Source: an optimization exercise on an open RTL-to-GDS flow (aim: small area, a short achievable clock period and few clock cycles per item). Production flows keep margins and buffers that such runs may drop. Function was not checked in any run shown here: the RTL went through the layout flow alone. No activity file was given, so power comes from the tool's default toggle rates.

## flow/design.v (module list and top-level ports; edited modules follow where they fit)
// module fa: 4 lines
// module aoi222: 3 lines
// module pgcell: 4 lines
// module gcell: 3 lines
// module nor2m: 3 lines
// module and2m: 3 lines
// module andn2m: 3 lines
// module mmult: 6180 lines
module mmult(
  input  clk,                  
  input  reset_n,              
  input  enable,               
  input  [0:9*8-1] A_mat,      
  input  [0:9*8-1] B_mat,      
  output reg valid,            
  output reg [0:9*17-1] C_mat  
);
  // ...
==> flow/flow/run.sh <==
#!/bin/bash
# Layout flow: the standard ORFS flow (standard.sh, unchanged synthesis),
# except that the port buffers are plain buffers (buf_4) instead of the
# delay-cell buffers buffer_ports picks by default. Every input and output
# port still gets its own buffer. Each step's full output goes to a log here.
set -euo pipefail
export BUFFER_PORTS_ARGS="-buffer_cell sky130_fd_sc_hd__buf_4"
bash standard.sh finish > standard_finish.log 2>&1
==> flow/standard.sh <==
#!/bin/bash
# synth_recipe.tcl (not shown) runs the flow's synth.tcl, then flattens the netlist and writes it again
# the make line also repeats each setting of config.mk as NAME=value (left out here)
make -C /OpenROAD-flow-scripts/flow DESIGN_CONFIG=/design/flow/config.mk WORK_HOME=/design/flow/orfs CLKGATE_MAP_FILE= SYNTH_SCRIPT=/design/flow/synth_recipe.tcl "${@:-finish}"
==> flow/config.mk <==
export PLATFORM = sky130hd
export DESIGN_NAME = mmult
export DESIGN_NICKNAME = mmult
export VERILOG_FILES = /design/flow/design.v
export SDC_FILE = /design/flow/constraint.sdc
export NUM_CORES = 4
export LEC_CHECK = 0
export CAP_MARGIN = 20
export CORE_MARGIN = 2
export CORE_UTILIZATION = 65
export SETUP_SLACK_MARGIN = 4.3
export SLEW_MARGIN = 70
export SYNTH_HIERARCHICAL = 1
==> flow/constraint.sdc <==
create_clock -name core_clock -period 9.0 [get_ports {clk}]
set_input_delay 1.8000 -clock core_clock [delete_from_list [all_inputs] [get_ports {clk}]]
set_output_delay 1.8000 -clock core_clock [all_outputs]
set_load 0.01 [all_outputs]
==> notes.md, run 1 <==
CP top delay family adder cells; Power Sequential 2.45 mW; Ys Warns 7; most frequent cells in the layout 1,633 x nand2_1, 1,101 x fa_1, 384 x fa_2; layout clock buffer count 55; Post-synth ARST share 0%; global-route wire length before repair between 200,000 and 250,000 µm; Place WS 3.69 ns; clock transition at the registers of the reported paths about 0.060 ns; Buf/Inv on CP 1; sequential cell area share roughly a tenth; max_cap viols 0; grt met1 use between 50% and 60%; run status no timing/DRC/antenna violations; Filler cells 5,166; Worst Setup SP q7_9_0; # diodes 1; hold_buf cts 0; mean post-synth cell area roughly 11 µm²; number of CTS-inserted buffers 38; final worst setup slack 4.15 ns; busiest grt layer met2; inverters 45; sequential cell area fraction in the yosys report about 11%; port buffer count 300; hold depth 2
==> run 2, diff against run 1 <==
--- a/flow/config.mk
+++ b/flow/config.mk
@@ -7,7 +7,7 @@
 export LEC_CHECK = 0
 export CAP_MARGIN = 20
 export CORE_MARGIN = 2
-export CORE_UTILIZATION = 65
-export SETUP_SLACK_MARGIN = 4.3
+export CORE_UTILIZATION = 55
+export SETUP_SLACK_MARGIN = 4.15
 export SLEW_MARGIN = 70
 export SYNTH_HIERARCHICAL = 1
==> run 2 against run 1 <==
Compared with the run above:
- still clean on timing, DRC and antenna
- routed wire length is 2.2% lower
- count of clock-buffer cells in the layout is 3 lower
- flip-flop and latch count stayed put
- clock power is 3% higher
- first-iteration DRC count is 31% lower
- sequential power hardly changed
- cell count is 3.0% higher
- hold slack better by 0.018 ns
- power is 5.7% lower
- core utilization is 13 points lower
- synthesized cell count stayed put
- largest cell class unchanged
==> notes.md, run 2 <==
Synth Cell Area 0.0493 mm² (unchanged); CTS tree done (unchanged); Max VDD drop 583 µV (was 763 µV); leading area contributor after synthesis fa_1 (unchanged); final period utilization 53.2% (was 53.8%); Worst EP required 7.20 ns (about the same); full die area 0.0921 mm² (was 0.0781 mm²); Final #Nets 6,252 (was 6,277); share of post-route cells with drive strength above 1 14.0% (was 22.9%); die span in y 303 µm (was 279 µm); RSZ-0062 raised after global routing yes (unchanged); post-synth top area share 60.3% (unchanged); commonest non-fill, non-tap cell in the layout nand2_1 (unchanged); largest cells by area after synthesis fa_1 60%, nand2_1 13%, dfxtp_1 11%, buf_2 2.9%, xnor2_1 2.7% (unchanged); Critical Path Sink Type output port (unchanged); WL/cell 27.1 µm (was 28.5 µm); crit path time final 4.78 ns (was 4.85 ns); number of CTS-inserted buffers 37 (was 38); Final ANT Viol Nets 0 (unchanged); sequential cell area fraction in the yosys report 11.4% (unchanged); mean post-synth cell area 10.9 µm² (unchanged); max-slew violation count 0 (unchanged); Most used DFF post-synth dfxtp_1 (unchanged); critical path class flip-flop to output port (unchanged); register bit total from synthesis 280 (unchanged); Final Hold Viols 0 (unchanged); initial antenna violation count 3 (was 5); largest net degree at the start of global routing 25 (unchanged); Worst EP arrival 2.98 ns (was 3.05 ns); H-tree levels 2 (unchanged); Rows 109 (was 100); most frequent cells in the layout 1,728 x nand2_1, 1,357 x fa_1, 278 x dfxtp_1 (was 1,633 x nand2_1, 1,101 x fa_1, 384 x fa_2); Hold Crit Class input port to flip-flop (unchanged); clock transition at the registers of the reported paths 0.06 ns (about the same); fmax 209 MHz (was 206 MHz); global-route wire length before repair 240,000 µm (was 242,000 µm); setup_tns 0 ns (unchanged); initial DRC count 2,789 (was 4,048); Post-synth ARST share 0% (unchanged); Vias 34,700 (was 36,000); HPWL after DPL 113,000 µm (about the same); CP Launch Type flip-flop (unchanged); Leakage 20.2 nW (was 20.6 nW); Setup violations, final 0 (unchanged); crit-path max FO 3 (was 6); Root Buffer clkbuf_16 (unchanged); hold depth 2 (unchanged); port buffer count 300 (unchanged); GRT Residual Overflow 0 (unchanged); core region area 0.0886 mm² (was 0.0748 mm²); max_cap viols 0 (unchanged); Vias/cell 5.98 (was 6.41); # IOs 301 (unchanged); Post-synth EDFFs 0 (unchanged); Ys Warns 7 (unchanged); count leader, synth nand2_1 (unchanged); Syn Inst Count 4,539 (unchanged); clk buf depth 3 (unchanged); Initial Util 55.6% (was 65.9%); drt first pass iters 6 (was 12); Area Growth Syn to Fin 9.55% (was 12.2%); Die Width 303 µm (was 279 µm); Pwr per Cell Area 356 mW/mm² (was 369 mW/mm²); Post-synth top cells 1,728 x nand2_1, 1,485 x fa_1, 288 x buf_2 (unchanged); synth unique cells 16 (unchanged); drc violations 0 (unchanged); GPL Wtd Cong 0.849 (was 0.947); total power 19.2 mW (was 20.4 mW); run status no timing/DRC/antenna violations (unchanged); Routed WL 157,000 µm (was 160,000 µm); Total GRT Usage 35.6% (was 42.6%); Sink Count 280 (unchanged); vias in the first global route 39,300 (was 40,300)
## run 2: logic make-up (layout without fill, tap and decap cells)
| group | Yosys count | after routing | share of synthesized area [%] |
|---|---|---|---|
| compound gates | 162 | 162 | 2.47 |
| xor+xnor | 279 | 279 | 5.50 |
| fa+ha+maj | 1503 | 1503 | 60.7 |
| buf+inv | 351 | 433 | 3.54 |
| flops | 280 | 280 | 11.4 |
| other cells | 1 | 10 | 0.00761 |
| simple gates | 1963 | 1963 | 16.4 |
## run 2: per-layer routing
metal,share of wire (%),track usage [%],routed length [µm],vias to the layer above
li1,-,-,-,13600
met1,38,47.4,59200,18500
met2,48,58.1,75800,2088
met3,9.6,7.55,15100,442
met4,4.3,13.6,6730,4
met5,0.017,0,26,-
## run 2: layout make-up
| cell class | instances | area (µm²) |
|---|---|---|
| sequential | 280 | 5610 |
| tap | 1165 | 1460 |
| clock inverter | 14 | 166 |
| multi-input combinational | 3916 | 42700 |
| timing repair buffer | 322 | 2800 |
| clock buffer | 52 | 1090 |
| inverter | 45 | 169 |
| fill | 7335 | 34600 |
| antenna | 1 | 2.50 |
## run 2: repair_timing
| item | in CTS | in global routing |
|---|---|---|
| cloned | 0 | 0 |
| buffers inserted | 4 | 5 |
| setup endpoints to repair | 13 | 20 |
| hold buffers | 0 | 0 |
| pin swaps | 8 | 17 |
| resized for setup | 20 | 38 |
## run 2: critical path, cell delays in order (launching register included)
cell,delay [ns]
dfxtp_1,0.32
fa_1,0.54
xor2_2,0.20
a21o_1,0.21
a21o_1,0.19
a21o_1,0.18
a21o_1,0.18
xor2_2,0.16
xnor2_2,0.25
buf_4,0.19
## run 2: through the flow
stage / util (%) / area, µm² / hold WS [ns] / setup slack (ns) / instances
detailed placement: 58.8 / 52100 / 2.01 / 3.62 / 5714
CTS: 60.4 / 53500 / 1.41 / 4.12 / 5784
global placement: 58.4 / 51800 / 2.00 / 3.65 / 5706
floorplan: - / 49900 / 1.92 / 4.14 / 4547
global route: 60.9 / 54000 / 1.44 / 4.10 / 5795
finish: 60.9 / 54000 / 1.44 / 4.22 / 5795
## run 2: report_power, final
part,switching [mW],leakage [nW],internal (mW)
logic,7.90,17.3,7.32
registers,0.416,2.36,2.01
clock network,0.646,0.610,0.936
total,8.96,20.2,10.3
## run 2: modules after synthesis, one instance, submodules excluded
module  cell area, µm²  cells inside  copies in the design
nor2m             3.75             1                    72
pgcell            13.8             2                    72
andn2m            13.8             1                    45
gcell             7.51             1                    90
fa                20.0             1                  1485
mmult            16900          2685                     1
and2m             6.26             1                    18
## run 2: path summary, 6_finish.rpt
check,startpoint,end
setup / recovery,q3_12_0,C_mat[51]
hold / removal,enable,valid
==> run 3, diff against run 2 <==
--- a/flow/config.mk
+++ b/flow/config.mk
@@ -8,6 +8,6 @@
 export CAP_MARGIN = 20
 export CORE_MARGIN = 2
 export CORE_UTILIZATION = 55
-export SETUP_SLACK_MARGIN = 4.15
+export SETUP_SLACK_MARGIN = 4.0
 export SLEW_MARGIN = 70
 export SYNTH_HIERARCHICAL = 1
==> run 3 against run 2 <==
Compared with the run above:
- sequential power is essentially flat
- maximum frequency shrank 2.5%
- sequential share of layout area grew 0.087 points
- synthesized cell count is the same
- cell count is essentially flat
- non-clock buffer count shrank 9
- worst setup slack lost 0.12 ns
- core utilization shrank 0.53 points
- still clean on timing, DRC and antenna
- combinational power shrank 4%
==> notes.md, run 3 <==
count leader, synth nand2_1 (unchanged); core region area 0.0886 mm² (unchanged); port buffer count 300 (unchanged); drt first pass iters 6 (unchanged); Filler cells 7,430 (was 7,335); Area Growth Syn to Fin 8.59% (was 9.55%); share of post-route cells with drive strength above 1 10.6% (was 14.0%); Post-synth top cells 1,728 x nand2_1, 1,485 x fa_1, 288 x buf_2 (unchanged); full die area 0.0921 mm² (unchanged); number of CTS-inserted buffers 39 (was 37); clk buf depth 3 (unchanged); Final #Nets 6,245 (was 6,252); vias in the first global route 39,100 (was 39,300); setup_tns 0 ns (unchanged); Worst EP arrival 3.11 ns (was 2.98 ns); Post-Synth Adder-Cell Area 60.7% (unchanged); initial antenna violation count 13 (was 3); Hold Crit Class input port to flip-flop (unchanged); WL/cell 26.9 µm (was 27.1 µm); Rows 109 (unchanged); HPWL after DPL 113,000 µm (about the same); # IOs 301 (unchanged); largest net degree at the start of global routing 25 (unchanged); clock transition at the registers of the reported paths 0.06 ns (about the same); Max VDD drop 457 µV (was 583 µV); Most used DFF post-synth dfxtp_1 (unchanged); Synth Cell Area 0.0493 mm² (unchanged); CTS tree done (unchanged); Pwr per Cell Area 351 mW/mm² (was 356 mW/mm²); critical path class flip-flop to output port (unchanged); run status no timing/DRC/antenna violations (unchanged); CP Launch Type flip-flop (unchanged); Root Buffer clkbuf_16 (unchanged); sequential cell area fraction in the yosys report 11.4% (unchanged); Initial Util 55.6% (unchanged); Post-synth ARST share 0% (unchanged); commonest non-fill, non-tap cell in the layout nand2_1 (unchanged); final period utilization 54.5% (was 53.2%); most frequent cells in the layout 1,728 x nand2_1, 1,483 x fa_1, 280 x dfxtp_1 (was 1,728 x nand2_1, 1,357 x fa_1, 278 x dfxtp_1); Vias 34,600 (was 34,700); Post-Synth Simple-Gate Area 16.4% (unchanged); initial DRC count 2,769 (was 2,789); Ys Warns 7 (unchanged); Cell Chain, Critical Path fa_1 > xnor2_1 > and2_1 > and2_1 > and2_1 > a21o_1 > xor2_1 > xnor2_2 > buf_4 (was fa_1 > xor2_2 > a21o_1 > a21o_1 > a21o_1 > a21o_1 > xor2_2 > xnor2_2 > buf_4); largest cells by area after synthesis fa_1 60%, nand2_1 13%, dfxtp_1 11%, buf_2 2.9%, xnor2_1 2.7% (unchanged); Vias/cell 5.96 (was 5.98); hold_buf cts 0 (unchanged); post-synth top area share 60.3% (unchanged); Total GRT Usage 35.5% (was 35.6%); max-slew violation count 0 (unchanged); Leakage 20.2 nW (about the same); XOR/XNOR Fraction of Synth Area 5.50% (unchanged); Post-synth EDFFs 0 (unchanged); Worst EP required 7.20 ns (about the same); crit-path max FO 3 (unchanged); cell mode on critical path and2_1 (was a21o_1); hold depth 2 (unchanged); critical hold path startpoint enable (unchanged); peak per-stage delay on the critical path 0.58 ns (was 0.54 ns); Routed WL 156,000 µm (was 157,000 µm); total power 18.8 mW (was 19.2 mW); max_cap viols 0 (unchanged); GPL Wtd Cong 0.894 (was 0.849); synth unique cells 16 (unchanged); Final ANT Viol Nets 0 (unchanged); GRT Residual Overflow 0 (unchanged); die span in y 303 µm (unchanged); drc violations 0 (unchanged); Critical Path Sink Type output port (unchanged); Final Hold Viols 0 (unchanged); WHS Endpoint valid (unchanged); fmax 204 MHz (was 209 MHz); leading area contributor after synthesis fa_1 (unchanged); crit path time final 4.91 ns (was 4.78 ns); Die Width 303 µm (unchanged); largest family of logic cells by synthesized area adder cells (unchanged); Worst path slowest cell fa_1 (unchanged); mux contribution to synthesized area 0% (unchanged); mean post-synth cell area 10.9 µm² (unchanged); RSZ-0062 raised after global routing yes (unchanged); Setup violations, final 0 (unchanged); global-route wire length before repair 238,000 µm (was 240,000 µm); Compound-Gate Fraction of Synth Area 2.47% (unchanged); Syn Inst Count 4,539 (unchanged); Sink Count 280 (unchanged); H-tree levels 2 (unchanged); register bit total from synthesis 280 (unchanged)
==> run 3: cell families after synthesis <==
group           Yosys count
compound gates          162
simple gates           1963
flops                   280
buf+inv                 351
other cells               1
xor+xnor                279
fa+ha+maj              1503
==> run 3: routing by layer <==
layer	global-route usage [%]	wire length, µm
met1	47.0	57800
met2	57.0	74600
met3	8.08	16300
met4	15.3	7180
met5	0	34
==> run 3: final cells by class <==
type                       count  area [µm²]  area share (%)
clock buffer                  49        1050            1.97
sequential                   280        5610            10.5
tap                         1165        1460            2.72
clock inverter                20         354           0.661
multi-input combinational   3916       42200            78.8
timing repair buffer         313        2690            5.03
antenna                       10        25.0          0.0467
inverter                      45         169           0.315
==> run 3: repair_timing <==
item,4_1_cts,5_1_grt
gates resized for setup,2,13
pin swaps,0,3
setup buffers,0,1
setup endpoints to repair,4,13
endpoints found under the hold margin,0,0
==> run 3: modules after synthesis (local to each module, per instance) <==
module | copies in the design | flops+latches | cell area, µm² | cells inside
nor2m | 72 | 0 | 3.75 | 1
pgcell | 72 | 0 | 13.8 | 2
andn2m | 45 | 0 | 13.8 | 1
and2m | 18 | 0 | 6.26 | 1
mmult | 1 | 280 | 16900 | 2685
gcell | 90 | 0 | 7.51 | 1
fa | 1485 | 0 | 20.0 | 1
==> run 3: how the worst max path moves through the flow <==
stage                   start  cells past startpoint    endpoint  slack [ns]
finish                q4_11_0                      9   C_mat[68]        4.09
CTS                    q6_9_0                      9  C_mat[102]        4.00
detailed placement  A_mat[37]                      8      q3_8_1        3.63
global route          q4_11_0                      9   C_mat[68]        3.93
floorplan            B_mat[8]                      8     q1_10_1        4.06
global placement    B_mat[16]                      8     q5_10_1        3.61
==> run 3: power by group <==
part	total [mW]	internal [mW]	switching, mW
clock	1.73	1.09	0.636
combinational	14.6	6.97	7.64
sequential	2.44	2.01	0.433
total	18.8	10.1	8.71
==> run 3: per-stage QoR <==
step / cell area (µm²) / hold WS [ns] / setup slack [ns] / util (%) / std cells
2_1_floorplan: 49300 / 1.92 / 4.06 / - / 4547
3_3_place_gp: 51500 / 2.00 / 3.61 / 58.1 / 5706
3_5_place_dp: 51700 / 2.01 / 3.63 / 58.3 / 5710
4_1_cts: 53100 / 1.38 / 4.00 / 59.9 / 5779
5_1_grt: 53500 / 1.42 / 3.93 / 60.4 / 5798
6_report: 53500 / 1.42 / 4.09 / 60.4 / 5798
==> run 3: critical path, delay by kind of cell, from the launching register on <==
kind	cells	cell delay (ns)
AO/OA/AOI/OAI	1	0.13
XOR/XNOR	3	0.77
flip-flops	1	0.31
buffers and inverters	1	0.20
AND/OR/NAND/NOR	3	0.51
adder cells (fa/ha/maj)	1	0.58
==> run 4, diff against run 3 <==
--- a/flow/config.mk
+++ b/flow/config.mk
@@ -8,6 +8,6 @@
 export CAP_MARGIN = 20
 export CORE_MARGIN = 2
 export CORE_UTILIZATION = 55
-export SETUP_SLACK_MARGIN = 4.0
-export SLEW_MARGIN = 70
+export SETUP_SLACK_MARGIN = 4.2
+export SLEW_MARGIN = 20
 export SYNTH_HIERARCHICAL = 1
==> run 4 against run 3 <==
Compared with the run above:
- still clean
- count of clock-buffer cells in the layout grew 3
- core utilization increased by 0.64 points
- power up 4.1%
- highest routed layer unchanged
==> notes.md, run 4 <==
Syn Inst Count 4,539 (unchanged); fmax 207 MHz (was 204 MHz); Worst EP arrival 3.03 ns (was 3.11 ns); combinational share of power 78.8% (was 77.8%); port buffer count 300 (unchanged); run status no timing/DRC/antenna violations (unchanged); Worst path slowest cell fa_2 (was fa_1); Tightest Pin Transition between 0.7 and 0.8 ns; H-tree levels 2 (unchanged); peak per-stage delay on the critical path 0.62 ns (was 0.58 ns); max_cap viols 0 (unchanged); count leader, synth nand2_1 (unchanged); Initial Util 55.6% (unchanged); HPWL after DPL 110,000 µm (was 113,000 µm); Setup violations, final 0 (unchanged); Hold Worst Slack 1.39 ns (was 1.42 ns); Post-synth ARST share 0% (unchanged); Vias 34,400 (was 34,600); sequential cell area fraction in the yosys report 11.4% (unchanged); GPL Wtd Cong 0.846 (was 0.894); WL/cell 26.6 µm (was 26.9 µm); Buf/Inv on CP 1 (unchanged); relative slew slack just over 50%; Post-synth EDFFs 0 (unchanged); Final Hold Viols 0 (unchanged); Routed WL 154,000 µm (was 156,000 µm); Cell Chain, Critical Path fa_2 > xnor2_2 > and2_4 > and2_1 > a21o_4 > a21o_1 > xnor2_2 > xnor2_2 > buf_4 (was fa_1 > xnor2_1 > and2_1 > and2_1 > and2_1 > a21o_1 > xor2_1 > xnor2_2 > buf_4); final period utilization 53.7% (was 54.5%); total power 19.6 mW (was 18.8 mW); die span in y 303 µm (unchanged); GRT Residual Overflow 0 (unchanged); vias in the first global route 39,400 (was 39,100); clock power share 8.8% (was 9.2%); CP Launch Type flip-flop (unchanged); Rows 109 (unchanged); sequential power share 12.4% (was 13.0%); Final #Nets 6,254 (was 6,245); mean post-synth cell area 10.9 µm² (unchanged); Hold Crit Class input port to flip-flop (unchanged); CP top delay family adder cells (was XOR/XNOR gates); drt first pass iters 5 (was 6); initial DRC count 2,951 (was 2,769); core region area 0.0886 mm² (unchanged); Post-synth top cells 1,728 x nand2_1, 1,485 x fa_1, 288 x buf_2 (unchanged); commonest non-fill, non-tap cell in the layout nand2_1 (unchanged); full die area 0.0921 mm² (unchanged); number of CTS-inserted buffers 38 (was 39); Worst EP required 7.20 ns (about the same); Area Growth Syn to Fin 9.75% (was 8.59%); global-route wire length before repair 238,000 µm (about the same); initial antenna violation count 2 (was 13); Most used DFF post-synth dfxtp_1 (unchanged); synth unique cells 16 (unchanged); drc violations 0 (unchanged); Critical Path Sink Type output port (unchanged); crit path time final 4.83 ns (was 4.91 ns); register bit total from synthesis 280 (unchanged); Pwr per Cell Area 361 mW/mm² (was 351 mW/mm²); cell mode on critical path xnor2_2 (was and2_1); Max VDD drop 533 µV (was 457 µV); Ys Warns 7 (unchanged); max-slew violation count 0 (unchanged); Vias/cell 5.93 (was 5.96); most frequent cells in the layout 1,712 x nand2_1, 1,242 x fa_1, 323 x buf_4 (was 1,728 x nand2_1, 1,483 x fa_1, 280 x dfxtp_1); Final ANT Viol Nets 0 (unchanged); Synth Cell Area 0.0493 mm² (unchanged); Total GRT Usage 35.3% (was 35.5%); Switch Pwr 8.94 mW (was 8.71 mW); share of post-route cells with drive strength above 1 17.1% (was 10.6%); internal power 10.6 mW (was 10.1 mW); leading area contributor after synthesis fa_1 (unchanged); CTS tree done (unchanged); RSZ-0062 raised after global routing yes (unchanged); post-synth top area share 60.3% (unchanged); setup_tns 0 ns (unchanged); switch share 45.7% (was 46.4%); largest net degree at the start of global routing 25 (unchanged); Leakage 20.1 nW (was 20.2 nW); Root Buffer clkbuf_16 (unchanged); crit-path max FO 5 (was 3); clk buf depth 3 (unchanged); Sink Count 280 (unchanged); critical path class flip-flop to output port (unchanged); clock transition at the registers of the reported paths 0.05 ns (was 0.06 ns); # IOs 301 (unchanged); Die Width 303 µm (unchanged); largest cells by area after synthesis fa_1 60%, nand2_1 13%, dfxtp_1 11%, buf_2 2.9%, xnor2_1 2.7% (unchanged)
run 4: final cells by class:
class / count / area [µm²]
sequential: 280 / 5610
multi-input combinational: 3916 / 43100
inverter: 45 / 169
clock buffer: 52 / 1130
clock inverter: 17 / 269
fill: 7396 / 34500
tap: 1165 / 1460
antenna: 1 / 2.50
timing repair buffer: 323 / 2420
run 4: timing repair:
action / 4_1_cts / 5_1_grt
hold buffers: 0 / 0
gates resized for setup: 48 / 45
pin swaps: 31 / 44
endpoints found under the setup margin: 27 / 26
buffers inserted: 12 / 11
gates cloned: 0 / 0
run 4: power groups by stage:
| stage | clock, mW | combinational [mW] | sequential [mW] |
|---|---|---|---|
| detailed placement | 0 | 14.7 | 2.44 |
| global placement | 0 | 14.5 | 2.43 |
| CTS | 1.76 | 15.2 | 2.43 |
| finish | 1.72 | 15.4 | 2.43 |
| floorplan | 0 | 9.53 | 2.37 |
| global route | 1.80 | 17.1 | 2.50 |
run 4: worst paths after layout:
check,start,depth (start not counted),end
max,q4_9_2,9,C_mat[69]
min,enable,2,valid
run 4: kinds of logic (layout without fill, tap and decap cells):
kind of cell,Yosys count,in the layout,synth area share [%]
buffers and inverters,351,437,3.54
AOI/OAI and AO/OA,162,162,2.47
other,1,10,0.00761
xor gates and xnor gates,279,279,5.50
adders and majority gates,1503,1503,60.7
DFF,280,280,11.4
and+or+nand+nor,1963,1963,16.4
run 4: Yosys stat by module (local to each module, per instance):
| module | area, µm² | cells | times used | flip-flops and latches |
|---|---|---|---|---|
| and2m | 6.26 | 1 | 18 | 0 |
| andn2m | 13.8 | 1 | 45 | 0 |
| fa | 20.0 | 1 | 1485 | 0 |
| gcell | 7.51 | 1 | 90 | 0 |
| mmult | 16900 | 2685 | 1 | 280 |
| nor2m | 3.75 | 1 | 72 | 0 |
| pgcell | 13.8 | 2 | 72 | 0 |
run 4: stage by stage:
step | setup slack, ns | std cells | instance area, µm² | util, %
after floorplan | 4.19 | 4547 | 50500 | -
after global placement | 3.72 | 5706 | 52100 | 58.7
after detailed placement | 3.69 | 5706 | 52100 | 58.7
after CTS | 4.09 | 5787 | 53800 | 60.7
after global routing | 4.09 | 5799 | 54100 | 61.0
final | 4.17 | 5799 | 54100 | 61.0
run 4: per-layer routing:
layer  vias up  wire, µm  track usage (%)
li1      13600         -                -
met3       390     14400             7.57
met4         2      6280             12.9
met1     18500     59100             47.8
met2      1918     74400             56.9
met5         -        13                0

-- re-timing with driven ports --
The flow's constraints put no driver on any port. The routed layouts listed below were extracted and timed again, unchanged, in two steps. Step 1, drivers: a clkbuf_16 drives clk and a buf_2 each remaining input, both assumed. Step 2 adds t to the input delays and takes it off the output delays; t is the mean of the earliest and latest rising clock arrival at the registers after step 1. Input paths then give back, and output paths get back, about the clock's delay inside the block. Slacks: ideal / step 1 / step 2; pairs: ideal / step 1.
run	t (ns)	slack for setup (ns)	worst hold slack (ns)
run 1	0.634	4.154 / 4.086 / 3.673	1.425 / 1.383 / 2.017
run 2	0.644	4.216 / 4.142 / 3.577	1.443 / 1.396 / 2.040
run 3	0.661	4.092 / 4.018 / 3.524	1.418 / 1.370 / 2.031
run 4	0.685	4.165 / 4.092 / 3.634	1.395 / 1.346 / 2.031
After both steps every run listed still meets setup and hold. For run 2, which loses most, drivers alone change the setup slack by -0.074 ns; drivers and shift together by -0.639 ns.
